What follows belongs to an exercise in optimizing a design on an open flow for small area; a production flow would make more cautious choices. RTL that was checked went through simulation tests only; none was proved equivalent to the original.

Design Mesh, start of the top module:
module Mesh(
  input         clock,
  input  [7:0]  io_in_a_0_0,
  input  [7:0]  io_in_a_1_0,
  input  [7:0]  io_in_a_2_0,
  input  [7:0]  io_in_a_3_0,
  input  [7:0]  io_in_d_0_0,
  input  [7:0]  io_in_d_1_0,
  input  [7:0]  io_in_d_2_0,
  input  [7:0]  io_in_d_3_0,
  input  [15:0] io_in_b_0_0,
  input  [15:0] io_in_b_1_0,
  input  [15:0] io_in_b_2_0,
  input  [15:0] io_in_b_3_0,
  input         io_in_control_0_0_propagate,
  input         io_in_control_1_0_propagate,
  input         io_in_control_2_0_propagate,
  input         io_in_control_3_0_propagate,
  output [15:0] io_out_c_0_0,
  output [15:0] io_out_c_1_0,
  output [15:0] io_out_c_2_0,
  output [15:0] io_out_c_3_0
);
For scale: ~4500 cells after synthesis, roughly 1100 flip-flops, about 200 I/O pins, ~55000 um^2 of cells after synthesis.
Settings: LEC_CHECK=0, CAP_MARGIN=20, CORE_MARGIN=2, CORE_UTILIZATION=55, GPL_TIMING_DRIVEN=0, PLACE_DENSITY=0.7, SLEW_MARGIN=20, SYNTH_HIERARCHICAL=1; clock period 5.2 ns.
standard.sh (not shown) runs the stock make flow with config.mk's settings and CLKGATE_MAP_FILE= SYNTH_SCRIPT=/design/flow/synth_recipe.tcl, a recipe that flattens the netlist after the stock synthesis.
==> flow/flow/run.sh <==
#!/bin/bash
# Layout with the standard flow (standard synthesis unchanged), with two
# changes: the port buffers are the smallest buffer cell, and clock tree
# synthesis inserts no dummy load cells.
set -euo pipefail
CTS="-sink_clustering_enable -repair_clock_nets -sink_clustering_size 16 -sink_clustering_max_diameter 120 -buf_list sky130_fd_sc_hd__clkbuf_8 -dont_use_dummy_load"
bash standard.sh \
  "BUFFER_PORTS_ARGS=-buffer_cell sky130_fd_sc_hd__buf_1" \
  "CTS_ARGS=$CTS" \
  finish > flow.log 2>&1
Next try:
--- a/flow/flow/run.sh
+++ b/flow/flow/run.sh
@@ -6 +6 @@
-CTS="-sink_clustering_enable -repair_clock_nets -sink_clustering_size 16 -sink_clustering_max_diameter 120 -buf_list sky130_fd_sc_hd__clkbuf_8 -dont_use_dummy_load"
+CTS="-sink_clustering_enable -repair_clock_nets -sink_clustering_size 16 -sink_clustering_max_diameter 70 -buf_list sky130_fd_sc_hd__clkbuf_8 -dont_use_dummy_load"
Result: Cell area hardly moves. Non-clock buffer count is unchanged. Setup slack is better by 0.0037 ns. Global-route usage is about the same. Synthesized area stays the same. Worst hold slack gets worse by 0.017 ns.

* * *

Another version of the RTL of Mesh (not shown whole).
Size: ~4600 cells after synthesis, ~1100 flip-flops, roughly 200 I/O pins.
==> flow/design.v (excerpt) <==
module Mesh(
  input         clock,
  input  [7:0]  io_in_a_0_0,
  input  [7:0]  io_in_a_1_0,
  input  [7:0]  io_in_a_2_0,
  input  [7:0]  io_in_a_3_0,
  input  [7:0]  io_in_d_0_0,
  input  [7:0]  io_in_d_1_0,
  input  [7:0]  io_in_d_2_0,
  input  [7:0]  io_in_d_3_0,
  input  [15:0] io_in_b_0_0,
  input  [15:0] io_in_b_1_0,
  input  [15:0] io_in_b_2_0,
  input  [15:0] io_in_b_3_0,
  input         io_in_control_0_0_propagate,
  input         io_in_control_1_0_propagate,
  input         io_in_control_2_0_propagate,
  input         io_in_control_3_0_propagate,
  output [15:0] io_out_c_0_0,
  output [15:0] io_out_c_1_0,
  output [15:0] io_out_c_2_0,
  output [15:0] io_out_c_3_0
);
clock: 5.2 ns
lec_check: 0
cap_margin: 20
core_margin: 2
core_utilization: 40
gpl_timing_driven: 0
place_density: 0.6
slew_margin: 20
synth_hierarchical: 1
==> flow/flow/run.sh <==
#!/bin/bash
# Layout with the standard flow (standard synthesis unchanged), with two
# changes: the port buffers are the smallest buffer cell, and clock tree
# synthesis inserts no dummy load cells.
set -euo pipefail
CTS="-sink_clustering_enable -repair_clock_nets -sink_clustering_size 30 -sink_clustering_max_diameter 60 -buf_list sky130_fd_sc_hd__clkbuf_16 -dont_use_dummy_load"
bash standard.sh \
  "BUFFER_PORTS_ARGS=-buffer_cell sky130_fd_sc_hd__buf_1" \
  "CTS_ARGS=$CTS" \
  finish > flow.log 2>&1
Change:
--- a/flow/flow/run.sh
+++ b/flow/flow/run.sh
@@ -6 +6 @@
-CTS="-sink_clustering_enable -repair_clock_nets -sink_clustering_size 30 -sink_clustering_max_diameter 60 -buf_list sky130_fd_sc_hd__clkbuf_16 -dont_use_dummy_load"
+CTS="-sink_clustering_enable -repair_clock_nets -sink_clustering_size 24 -sink_clustering_max_diameter 50 -buf_list {sky130_fd_sc_hd__clkbuf_8 sky130_fd_sc_hd__clkbuf_16} -dont_use_dummy_load"
Outcome: Area after synthesis is unchanged. Clock-buffer cell count grows by 12. Cell count is about the same. Hold slack is worse by 0.0070 ns. Routed wire length grows by 0.45%. Fmax barely changes. Design area grows by 0.50%.
Change:
--- a/flow/flow/run.sh
+++ b/flow/flow/run.sh
@@ -6 +6 @@
-CTS="-sink_clustering_enable -repair_clock_nets -sink_clustering_size 24 -sink_clustering_max_diameter 50 -buf_list {sky130_fd_sc_hd__clkbuf_8 sky130_fd_sc_hd__clkbuf_16} -dont_use_dummy_load"
+CTS="-sink_clustering_enable -repair_clock_nets -sink_clustering_size 16 -sink_clustering_max_diameter 40 -buf_list sky130_fd_sc_hd__clkbuf_8 -dont_use_dummy_load"
=> Clock-buffer cell count goes up by 47; worst setup slack loses 0.059 ns; non-clock buffer count stays the same; routed wire length hardly moves; design area goes down slightly; via count barely changes; die area is unchanged; synthesized cell count is unchanged.
Change:
--- a/flow/config.mk
+++ b/flow/config.mk
@@ -11 +11,3 @@
-export GPL_TIMING_DRIVEN = 0
+export CTS_BUF_LIST = sky130_fd_sc_hd__clkbuf_8
+export CTS_CLUSTER_DIAMETER = 40
+export CTS_CLUSTER_SIZE = 16
- synthesized cell count stays the same
- die area is unchanged
- global-route usage grows by 0.49 points
- worst hold slack is better by 0.0058 ns
Function was not checked in any run of this note: the RTL went through the layout flow alone.

* * *

pepper:
Mesh, a different RTL version from the one above (not shown whole).
Size: ~4500 cells after synthesis, about 1100 flip-flops, roughly 200 I/O pins, about 55000 um^2 of cells after synthesis.
==> flow/config.mk <==
export PLATFORM = sky130hd
export DESIGN_NAME = Mesh
export DESIGN_NICKNAME = Mesh
export VERILOG_FILES = /design/flow/design.v
export SDC_FILE = /design/flow/constraint.sdc
export NUM_CORES = 4
export LEC_CHECK = 0
export CAP_MARGIN = 20
export CORE_MARGIN = 2
export CORE_UTILIZATION = 65
export GPL_TIMING_DRIVEN = 0
export PLACE_DENSITY = 0.8
export SLEW_MARGIN = 20
export SYNTH_HIERARCHICAL = 1
==> flow/constraint.sdc <==
create_clock -name core_clock -period 5.2 [get_ports {clock}]
set_input_delay 1.0400 -clock core_clock [delete_from_list [all_inputs] [get_ports {clock}]]
set_output_delay 1.0400 -clock core_clock [all_outputs]
set_load 0.01 [all_outputs]
==> flow/flow/run.sh <==
#!/bin/bash
# Layout with the standard flow (standard synthesis unchanged), with two
# changes: the port buffers are the smallest buffer cell, and clock tree
# synthesis inserts no dummy load cells.
set -euo pipefail
CTS="-sink_clustering_enable -repair_clock_nets -sink_clustering_size 16 -sink_clustering_max_diameter 70 -buf_list sky130_fd_sc_hd__clkbuf_8 -dont_use_dummy_load"
bash standard.sh \
  "BUFFER_PORTS_ARGS=-buffer_cell sky130_fd_sc_hd__buf_1" \
  "CTS_ARGS=$CTS" \
  finish > flow.log 2>&1
### pepper -> harbor
diff --git a/flow/flow/run.sh b/flow/flow/run.sh
--- a/flow/flow/run.sh
+++ b/flow/flow/run.sh
@@ -5,3 +5,3 @@
 set -euo pipefail
-CTS="-sink_clustering_enable -repair_clock_nets -sink_clustering_size 16 -sink_clustering_max_diameter 70 -buf_list sky130_fd_sc_hd__clkbuf_8 -dont_use_dummy_load"
+CTS="-sink_clustering_enable -repair_clock_nets -sink_clustering_size 14 -sink_clustering_max_diameter 100 -buf_list sky130_fd_sc_hd__clkbuf_8 -dont_use_dummy_load"
 bash standard.sh \
harbor: flow completed, timing, DRC and antenna clean. Delta (harbor minus pepper): count of clock-buffer cells in the layout climbed 7; post-route fraction of the period consumed by the critical path increased 0.76 points; count of placed standard cells in the final layout, fillers left out stayed essentially flat. Number of antenna violations at the first check in global routing down 2 in harbor wrt pepper.

* * *

RTL: one of the versions met above, not the one the previous note started from.
Size: ~4,500 cells after synthesis, roughly 200 I/O pins, roughly 0.055 mm2 of cells after synthesis.
## Mesh
module Mesh(
  input         clock,
  input  [7:0]  io_in_a_0_0,
  input  [7:0]  io_in_a_1_0,
  input  [7:0]  io_in_a_2_0,
  input  [7:0]  io_in_a_3_0,
  input  [7:0]  io_in_d_0_0,
  input  [7:0]  io_in_d_1_0,
  input  [7:0]  io_in_d_2_0,
  input  [7:0]  io_in_d_3_0,
  input  [15:0] io_in_b_0_0,
  input  [15:0] io_in_b_1_0,
  input  [15:0] io_in_b_2_0,
  input  [15:0] io_in_b_3_0,
  input         io_in_control_0_0_propagate,
  input         io_in_control_1_0_propagate,
  input         io_in_control_2_0_propagate,
  input         io_in_control_3_0_propagate,
  output [15:0] io_out_c_0_0,
  output [15:0] io_out_c_1_0,
  output [15:0] io_out_c_2_0,
  output [15:0] io_out_c_3_0
);
clock: 5.2 ns
lec_check: 0
cap_margin: 20
core_margin: 2
core_utilization: 65
gpl_timing_driven: 0
place_density: 0.8
slew_margin: 20
synth_hierarchical: 1
==> flow/flow/run.sh <==
#!/bin/bash
# Layout with the standard flow (standard synthesis unchanged), with two
# changes: the port buffers are the smallest buffer cell, and clock tree
# synthesis inserts no dummy load cells.
set -euo pipefail
CTS="-sink_clustering_enable -repair_clock_nets -sink_clustering_size 16 -sink_clustering_max_diameter 90 -buf_list sky130_fd_sc_hd__clkbuf_8 -dont_use_dummy_load"
bash standard.sh \
  "BUFFER_PORTS_ARGS=-buffer_cell sky130_fd_sc_hd__buf_1" \
  "CTS_ARGS=$CTS" \
  finish > flow.log 2>&1
The baseline completed without violations.
Edit:
--- a/flow/flow/run.sh
+++ b/flow/flow/run.sh
@@ -5,3 +5,3 @@
 set -euo pipefail
-CTS="-sink_clustering_enable -repair_clock_nets -sink_clustering_size 16 -sink_clustering_max_diameter 90 -buf_list sky130_fd_sc_hd__clkbuf_8 -dont_use_dummy_load"
+CTS="-sink_clustering_enable -repair_clock_nets -sink_clustering_size 16 -sink_clustering_max_diameter 70 -buf_list sky130_fd_sc_hd__clkbuf_8 -dont_use_dummy_load"
 bash standard.sh \
Result: Routed wire length hardly moves; synthesized cell count stays the same; area after synthesis stays the same.

[static timing again, ports no longer ideal]
How much do the figures lean on ideal ports? The routed layouts below were timed once more, with nothing changed but the port constraints. Step 1 (the two cells are an assumption about what drives the block):
set clk [get_ports {clock}]
set_driving_cell -lib_cell sky130_fd_sc_hd__clkbuf_16 $clk
set_driving_cell -lib_cell sky130_fd_sc_hd__buf_2 [delete_from_list [all_inputs] $clk]
Step 2 also shifts input and output timing later by t, the mid clock arrival at the registers, as if the neighbouring blocks saw the same clock. a / b / c = ideal / step 1 / step 2; a / b = the first two.
| run | shift t [ns] | setup WS [ns] | worst slew at a driven data input, ns | pins driven straight from the clock port |
|---|---|---|---|---|
| the first run of note 1 | 0.786 | 0.207 / 0.207 / 0.207 | 0.05 | 1 |
| the second run of note 1 | 0.798 | 0.211 / 0.211 / 0.211 | 0.05 | 1 |
| the first run of note 2 | 0.758 | 0.197 / 0.197 / 0.197 | 0.16 | 1 |
| the second run of note 2 | 0.772 | 0.209 / 0.209 / 0.209 | 0.16 | 1 |
| the third run of note 2 | 0.920 | 0.150 / 0.150 / 0.150 | 0.16 | 1 |
| the fourth run of note 2 | 0.923 | 0.204 / 0.204 / 0.204 | 0.07 | 1 |
| pepper | 0.748 | 0.222 / 0.222 / 0.222 | 0.04 | 1 |
| harbor | 0.757 | 0.183 / 0.183 / 0.183 | 0.04 | 1 |
| the first run of note 4 | 0.762 | 0.147 / 0.147 / 0.147 | 0.09 | 1 |
| the second run of note 4 | 0.757 | 0.179 / 0.179 / 0.179 | 0.10 | 1 |
After both steps setup and hold are still met in every run listed.
